This is an optimization exercise on Yosys and OpenROAD, whose aim is small area and a short achievable clock period, not a production implementation.
The RTL was checked by simulation tests, not by an equivalence proof against the original design.
Power figures rest on the tool's default switching activity, not on a simulated workload.

==> design.v <==
 module fifo #(
    parameter WIDTH = 32,
    parameter DEPTH = 16
 )
 (
    input  logic             clk_i,
    input  logic             rst_n_i,
    input  logic [WIDTH-1:0] wdata_i,
    input  logic             wr_en_i,
    output logic             full_o,
    output logic [WIDTH-1:0] rdata_o,
    input  logic             rd_en_i,
    output logic             empty_o
 );
    localparam ADDR_WIDTH = $clog2(DEPTH);
    logic [ADDR_WIDTH-1:0] rptr, wptr;
    logic full, empty;
    logic last_was_read;
    logic [WIDTH-1:0] mem [0:DEPTH-1];
    always_ff @(posedge clk_i or negedge rst_n_i) begin
        if (!rst_n_i) begin
            wptr <= 0;
        end else begin
            if (wr_en_i && !full) begin
                mem[wptr] <= wdata_i;
                wptr      <= wptr + 1'b1;
            end
        end
    end
    always_ff @(posedge clk_i or negedge rst_n_i) begin
        if (!rst_n_i) begin
            rptr <= 0;
        end else begin
            if (rd_en_i && !empty) begin
                rptr    <= rptr + 1'b1;
                rdata_o <= mem[rptr];
            end
        end
    end
    always_ff @(posedge clk_i or negedge rst_n_i) begin
        if (!rst_n_i) begin
            last_was_read <= 1;  
        end else begin
            if (rd_en_i && !empty) begin
                last_was_read <= 1;
            end else if (wr_en_i && !full) begin
                last_was_read <= 0;
            end else begin
                last_was_read <= last_was_read;
            end
        end
    end
    assign full    = (wptr == rptr) && !last_was_read;  
    assign empty   = (wptr == rptr) &&  last_was_read;  
    assign full_o  = full;
    assign empty_o = empty;
endmodule
==> run.sh <==
#!/bin/bash
# synth_recipe.tcl (not shown) runs the flow's synth.tcl, then flattens the netlist and writes it again
# the make line also repeats each setting of config.mk as NAME=value (left out here)
make -C /OpenROAD-flow-scripts/flow DESIGN_CONFIG=/design/flow/config.mk WORK_HOME=/design/flow/orfs CLKGATE_MAP_FILE= SYNTH_SCRIPT=/design/flow/synth_recipe.tcl finish
==> config.mk <==
export PLATFORM = sky130hd
export DESIGN_NAME = fifo
export DESIGN_NICKNAME = fifo
export VERILOG_FILES = /design/flow/design.v
export SDC_FILE = /design/flow/constraint.sdc
export NUM_CORES = 4
export LEC_CHECK = 0
export CAP_MARGIN = 20
export CORE_MARGIN = 2
export CORE_UTILIZATION = 40
export SLEW_MARGIN = 20
==> constraint.sdc <==
create_clock -name core_clock -period 3.2 [get_ports {clk_i}]
set_input_delay 0.6400 -clock core_clock [delete_from_list [all_inputs] [get_ports {clk_i}]]
set_output_delay 0.6400 -clock core_clock [all_outputs]
set_load 0.01 [all_outputs]
==> out/results.tsv, run 1 <==
stage	metric	value	unit
status	status	no timing/DRC/antenna violations	
critical_path	CP arrival	2.34	ns
global_routing	Overall Global Routing Usage	18.4	%
sta	fmax	0.336	GHz
critical_path	startpoint types	flip-flop	
sta	relative slew slack	42.8	%
logic_synthesis	ranking of synthesized cells by area	edfxtp_1, a22oi_1, mux2i_1, mux2_2, nand2_1	
drt	DR DRC count	0	
logic_synthesis	area leader, netlist	edfxtp_1	
clocking	TritonCTS buffer count	55	
logic_synthesis	Most used DFF post-synth	edfxtp_1	
sta	final hold viol count	0	
pwr	Worst VDD drop	0.000433	V
clocking	CTS max path bufs	3	
clocking	total setup buffers inserted after CTS	2	
sta	crit share post-route	93.1	%
clocking	Reg clk slew, reported paths	0.06	ns
logic_synthesis	Post-synth top cells	edfxtp_1, a22oi_1, nand2_1	
logic_synthesis	Synth top area share	77.6	%
floorplanning	Total Die Area	54400	um2
pwr	Power, Total	21.3	mW
floorplanning	Die X	233	um
clocking	worst-skew pair later-pin latency	0.61	ns
logic_synthesis	Async S/R FF share, synth	1.63	%
global_routing	initial antenna violation count	2	
floorplanning	initial core utilization	40.3	%
floorplanning	core area	52200	um2
logic_synthesis	Netlist Area Pre-Place	21000	um2
sta	min Tclk post-route	2.98	ns
floorplanning	Die Y	233	um
sta	setup TNS	0	ns
clocking	Root Driver	clkbuf_16	
clocking	CTS tree	built	
critical_path	critical path endpoint category	primary output	
global_routing	vias in the first global route	11684	
sta	RSZ-0062 raised after global routing	no	
floorplanning	Ports	70	
clocking	CTS resizes	0	
global_routing	total gr overflow	0	
sta	final setup fails	0	
min_path	Min-Delay Path Class	input port to async pin	
place	pre-CTS setup slack	0.325	ns
clocking	H-tree depth	2	
floorplanning	row cnt	84	
drt	vias	11561	
finish	NumNets Final	1359	
global_routing	first-pass GRT wire length	74.0	mm
drt	drt total wl	49.7	mm
finish	Ant. Diodes	0	
logic_synthesis	YS warnings	2	
clocking	Hold Buf Count CTS	0	
logic_synthesis	register area share after synthesis	78.7	%
drt	detailed-route wire length per cell	24.3	um
finish	synth-to-layout area growth	17.2	%
drt	Routed Antenna Nets	0	
finish	share of cells above drive strength 1	13.8	%
clocking	Num Clock Sinks	553	
logic_synthesis	Post-Syn Nets	1259	
place	hpwl dp	27.5	mm
logic_synthesis	post-synthesis register bit count	553	
drt	initial DRC count	950	
critical_path	critical path fanouts, max	4	
logic_synthesis	EDFF count, synth	544	
global_routing	largest net degree at the start of global routing	92	
sta	worst slew pin tran	0.857	ns
place	RD Place Congestion	0.765	
logic_synthesis	Post-Syn Instances	1215	
drt	router iterations before antenna repair	5	
run	MaxCap Viol Count	0	
logic_synthesis	Yosys cell types	54	
pwr	P per Cell Area	864	nW/um2
sta	final setup margin	0.220	ns
place	Port Buffers	69	
critical_path	WP data required	2.56	ns
logic_synthesis	most numerous cell in the Yosys netlist	edfxtp_1	
critical_path	Crit Path Category	flip-flop to primary output	
sta	Setup Skew	0.0219	ns
logic_synthesis	Mapped Avg Cell Area	17.3	um2
pwr	Leak	7.75	nW
drt	drt via density	5.66	
sta	Max Transition Viols Final	0	
[critical path, stage by stage, from the launching register on]
cell	delay [ns]
dfrtp_4	0.50
xnor2_1	0.19
nand4_1	0.21
buf_4	0.21
nor2_1	0.10
clkdlybuf4s50_1	0.55
[through the flow]
step	utilization (%)	instance area, um2	hold WS (ns)	instances
final	47.2	24700	0.339	2044
after global routing	47.2	24700	0.357	2044
after CTS	47.2	24700	0.311	2044
after detailed placement	44.0	23000	0.523	1944
after global placement	44.0	23000	0.515	1944
after floorplan	-	21100	0.344	1215
[layout make-up]
class | count | area, um2
clock buffers | 74 | 1450
clock inverters | 24 | 191
fillers | 4381 | 27600
inverters | 8 | 30.0
multi-input cells | 566 | 4230
flip-flops and latches | 553 | 16600
well taps | 688 | 861
repair buffers | 131 | 1330
[layer usage]
layer,vias up,track usage (%),part of all wire (%)
li1,5156,-,-
met1,6012,23.8,42
met5,-,0,0.052
met2,316,31.9,51
met4,4,5.45,2.1
met3,73,3.20,5.4
[cells in the final DEF, fill, tap and decap left out, types with 26 or more instances in the layout]
| master | Yosys | layout |
|---|---|---|
| a221oi_1 | 26 | 26 |
| clkdlybuf4s50_1 | 0 | 69 |
| clkbuf_16 | 0 | 55 |
| buf_4 | 5 | 48 |
| a21oi_1 | 47 | 47 |
| a22oi_1 | 75 | 75 |
| nor2_1 | 57 | 47 |
| edfxtp_1 | 544 | 544 |
| mux2_2 | 28 | 28 |
| mux2i_1 | 33 | 33 |
| nand2_1 | 63 | 63 |
[path summary, 6_finish.rpt]
path                             from     endpoint  slack (ns)  cells after the start
max reg2reg                   rptr[0]   rdata_o[3]        0.53                      6
max                           rptr[3]      empty_o        0.22                      5
min reg2reg                mem[0][27]  rdata_o[27]        0.53                      2
min                           rst_n_i      wptr[0]        0.34                      1
min in group core_clock    mem[0][27]  rdata_o[27]        0.53                      2
max in group asynchronous     rst_n_i      rptr[3]        2.43                      2
[power breakdown]
group	internal, mW	total [mW]	switching [mW]
combinational	2.51	6.43	3.91
clock	3.39	5.97	2.58
sequential	8.68	8.91	0.223
total	14.6	21.3	6.71
[flip-flops by register name (all words and copies together), names as in the netlist]
register / count
mem: 512
rdata_o: 32
rptr: 4
wptr: 4
last_was_read: 1
[logic make-up after synthesis]
family | share of synthesized area [%]
flip-flops | 78.7
AO/OA/AOI/OAI | 10.6
AND/OR/NAND/NOR | 4.47
buffers and inverters | 2.04
multiplexers | 3.32
XOR/XNOR | 0.416
adder cells (fa/ha/maj) | 0.476
==> inputs of run 2 (changes only) <==
==> design.v (replaced) <==
module fifo #(
    parameter WIDTH = 32,
    parameter DEPTH = 16
)
(
    input  logic             clk_i,
    input  logic             rst_n_i,
    input  logic [WIDTH-1:0] wdata_i,
    input  logic             wr_en_i,
    output logic             full_o,
    output logic [WIDTH-1:0] rdata_o,
    input  logic             rd_en_i,
    output logic             empty_o
);
    localparam AW = $clog2(DEPTH);
    logic [AW-1:0] wptr, rptr;
    logic          full_r, empty_r;
    logic [WIDTH-1:0] mem [0:DEPTH-1];
    wire wr_acc = wr_en_i & ~full_r;
    wire rd_acc = rd_en_i & ~empty_r;
    genvar i;
    generate
        for (i = 0; i < DEPTH; i = i + 1) begin : g_mem
            always_ff @(posedge clk_i) begin
                if (wptr == i && !full_r)
                    mem[i] <= wdata_i;
            end
        end
    endgenerate
    always_ff @(posedge clk_i) begin
        if (rd_acc)
            rdata_o <= mem[rptr];
    end
    always_ff @(posedge clk_i or negedge rst_n_i) begin
        if (!rst_n_i) begin
            wptr    <= '0;
            rptr    <= '0;
            full_r  <= 1'b0;
            empty_r <= 1'b1;
        end else begin
            wptr <= wptr + {{(AW-1){1'b0}}, wr_acc};
            rptr <= rptr + {{(AW-1){1'b0}}, rd_acc};
            if (wr_acc && !rd_acc) begin
                empty_r <= 1'b0;
                full_r  <= (wptr + 1'b1 == rptr);
            end else if (rd_acc && !wr_acc) begin
                full_r  <= 1'b0;
                empty_r <= (rptr + 1'b1 == wptr);
            end
        end
    end
    assign full_o  = full_r;
    assign empty_o = empty_r;
endmodule
==> run 2 against run 1 <==
Against the previous run:
- still clean on timing, DRC and antenna
- clock skew grew 0.0029 ns
- final area grew 0.13%
- fmax grew 9.1%
- critical path type unchanged
==> out/results.tsv, run 2 <==
stage	metric	value	unit
sta	fmax	0.366	GHz
finish	Biggest register	mem	
critical_path	crit path cell chain	clkdlybuf4s50_1	
clocking	Hold Buf Count CTS	0	
floorplanning	Die X	233	um
clocking	TritonCTS buffer count	55	
global_routing	total gr overflow	0	
logic_synthesis	ranking of synthesized cells by area	edfxtp_1, a22oi_1, mux2i_1, nand2_1, a31oi_1	
floorplanning	Die Y	233	um
critical_path	Crit path max-delay family	flip-flops	
logic_synthesis	most numerous cell in the Yosys netlist	edfxtp_1	
drt	DR DRC count	0	
run	MaxCap Viol Count	0	
logic_synthesis	Netlist Area Pre-Place	21000	um2
logic_synthesis	register area share after synthesis	78.9	%
global_routing	Overall Global Routing Usage	19.6	%
critical_path	WP data required	2.56	ns
global_routing	initial antenna violation count	3	
sta	worst slew pin tran	1.10	ns
sta	RSZ-0062 raised after global routing	no	
min_path	Min-Delay Path Class	input port to async pin	
finish	most common cell after layout, fill and taps aside	edfxtp_1	
clocking	total setup buffers inserted after CTS	0	
place	Port Buffers	69	
sta	min Tclk post-route	2.73	ns
drt	router iterations before antenna repair	7	
critical_path	CP bufs+invs	1	
clocking	Reg clk slew, reported paths	0.06	ns
finish	biggest regs	mem x512, rdata_o x32	
pwr	Power, Total	25.0	mW
logic_synthesis	Post-Syn Instances	1239	
sta	crit share post-route	85.3	%
logic_synthesis	post-synthesis register bit count	554	
logic_synthesis	Yosys cell types	47	
sta	final hold viol count	0	
drt	Routed Antenna Nets	0	
sta	final setup fails	0	
clocking	Num Clock Sinks	554	
place	hpwl dp	28.9	mm
logic_synthesis	YS warnings	2	
floorplanning	initial core utilization	40.3	%
critical_path	crit-path max cell delay	0.78	ns
clocking	CTS max path bufs	3	
floorplanning	core area	52200	um2
logic_synthesis	Async S/R FF share, synth	1.81	%
logic_synthesis	area leader, netlist	edfxtp_1	
sta	Max Transition Viols Final	0	
pwr	Worst VDD drop	0.000645	V
floorplanning	Total Die Area	54400	um2
logic_synthesis	Post-Syn Nets	1288	
sta	relative slew slack	26.6	%
critical_path	CP max stage cell	dfrtp_1	
drt	drt total wl	52.7	mm
place	RD Place Congestion	0.783	
place	DP Area	22900	um2
drt	initial DRC count	1292	
finish	number of fill cells	4361	
logic_synthesis	Synth top area share	77.7	%
critical_path	CP arrival	2.09	ns
drt	detailed-route wire length per cell	25.6	um
critical_path	critical path endpoint category	primary output	
finish	Sequential Area	16600	um2
critical_path	critical path fanouts, max	13	
logic_synthesis	Post-synth top cells	edfxtp_1, a22oi_1, nand2_1	
logic_synthesis	Mapped Avg Cell Area	17.0	um2
floorplanning	Ports	70	
floorplanning	row cnt	84	
status	status	no timing/DRC/antenna violations	
critical_path	Crit Path Category	flip-flop to primary output	
finish	most frequent cells in the layout	edfxtp_1, a22oi_1, nand2_1	
clocking	H-tree depth	2	
sta	Setup Skew	0.0248	ns
clocking	Root Driver	clkbuf_16	
sta	setup TNS	0	ns
clocking	CTS tree	built	
finish	max reg flops	512	
global_routing	first-pass GRT wire length	78.4	mm
finish	Final Instance Area	24700	um2
critical_path	startpoint types	flip-flop	
drt	drt via density	5.77	
finish	share of cells above drive strength 1	13.4	%
pwr	P per Cell Area	1010	nW/um2
logic_synthesis	EDFF count, synth	544	
global_routing	vias in the first global route	11957	
logic_synthesis	Most used DFF post-synth	edfxtp_1	
finish	NumNets Final	1382	
global_routing	largest net degree at the start of global routing	43	
clocking	worst-skew pair later-pin latency	0.60	ns
finish	multi-input combinational cell area	4180	um2
pwr	Leak	7.92	nW
finish	synth-to-layout area growth	17.4	%
drt	vias	11908	
clocking	CTS resizes	0	
[run 2: cell families after synthesis]
kind of cell    share of synthesized area [%]
compound gates                           11.3
flops                                    78.9
simple gates                             4.94
xor+xnor                                0.541
fa+ha+maj                               0.773
mux                                      1.48
buf+inv                                  2.07
[run 2: cell type report]
class	instances	share of cell area (%)
Antenna cell	1	0.0101
Tap cell	688	3.49
Multi-Input combinational cell	588	16.9
Clock buffer	70	5.97
Clock inverter	29	1.30
Inverter	6	0.0912
Sequential cell	554	67.2
Timing Repair Buffer	128	5.00
[run 2: routing by layer]
layer / GRT usage, % / share of wire (%) / up-vias
met1: 27.6 / 43 / 6127
met2: 31.5 / 48 / 472
li1: - / - / 5236
met4: 5.63 / 2.3 / 2
met3: 3.39 / 7.0 / 71
met5: 0 / 0.030 / -
[run 2: power by group]
group / total (mW) / leakage, nW / switching, mW / internal (mW)
combinational: 8.07 / 1.96 / 5.17 / 2.90
sequential: 10.5 / 5.08 / 0.675 / 9.83
clock: 6.45 / 0.875 / 2.64 / 3.81
[run 2: metrics by stage]
stage / setup WS, ns / std cells / hold WS (ns) / utilization [%]
floorplan: -0.232 / 1239 / 0.344 / -
global placement: 0.602 / 1964 / 0.519 / 43.8
detailed placement: 0.570 / 1964 / 0.526 / 43.8
CTS: 0.402 / 2063 / 0.350 / 47.3
global route: 0.383 / 2064 / 0.379 / 47.3
finish: 0.469 / 2064 / 0.361 / 47.3
[run 2: final timing paths]
path | start | endpoint | slack, ns | cells after the start
setup / recovery | full_r | full_o | 0.47 | 1
hold / removal | rst_n_i | wptr[2] | 0.36 | 1
setup reg to reg | rptr[1] | rdata_o[24] | 0.52 | 7
hold reg to reg | mem[0][31] | rdata_o[31] | 0.54 | 1
max in group asynchronous | rst_n_i | rptr[3] | 2.48 | 1
min in group core_clock | mem[0][31] | rdata_o[31] | 0.54 | 1
[run 2: worst reg2reg max path: stages, from the launching register on]
cell and delay [ns]:
dfrtp_1 0.51, inv_1 0.18, ha_4 0.29, nor2b_4 0.54, buf_4 0.38, a22oi_1 0.13
o221a_2 0.29, a31oi_1 0.19

[what the ideal ports hide]
In the flow no input, the clock included, has a driving cell. The finished layouts below were timed again as built, in two steps.
Step 1, drivers: a clkbuf_16 drives clk_i and a buf_2 each remaining input, both assumed.
Step 2 also shifts input and output timing later by t, the mid clock arrival at the registers, as if the neighbouring blocks saw the same clock.
Slacks: no drivers / after step 1 / after step 2; pairs: no drivers / after step 1.
| run | t (ns) | setup slack, ns | hold slack, ns |
|---|---|---|---|
| run 1 | 0.651 | 0.220 / 0.166 / 0.326 | 0.339 / 0.316 / 0.531 |
| run 2 | 0.649 | 0.469 / 0.413 / 0.522 | 0.361 / 0.355 / 0.542 |
After both steps every run listed still meets setup and hold.
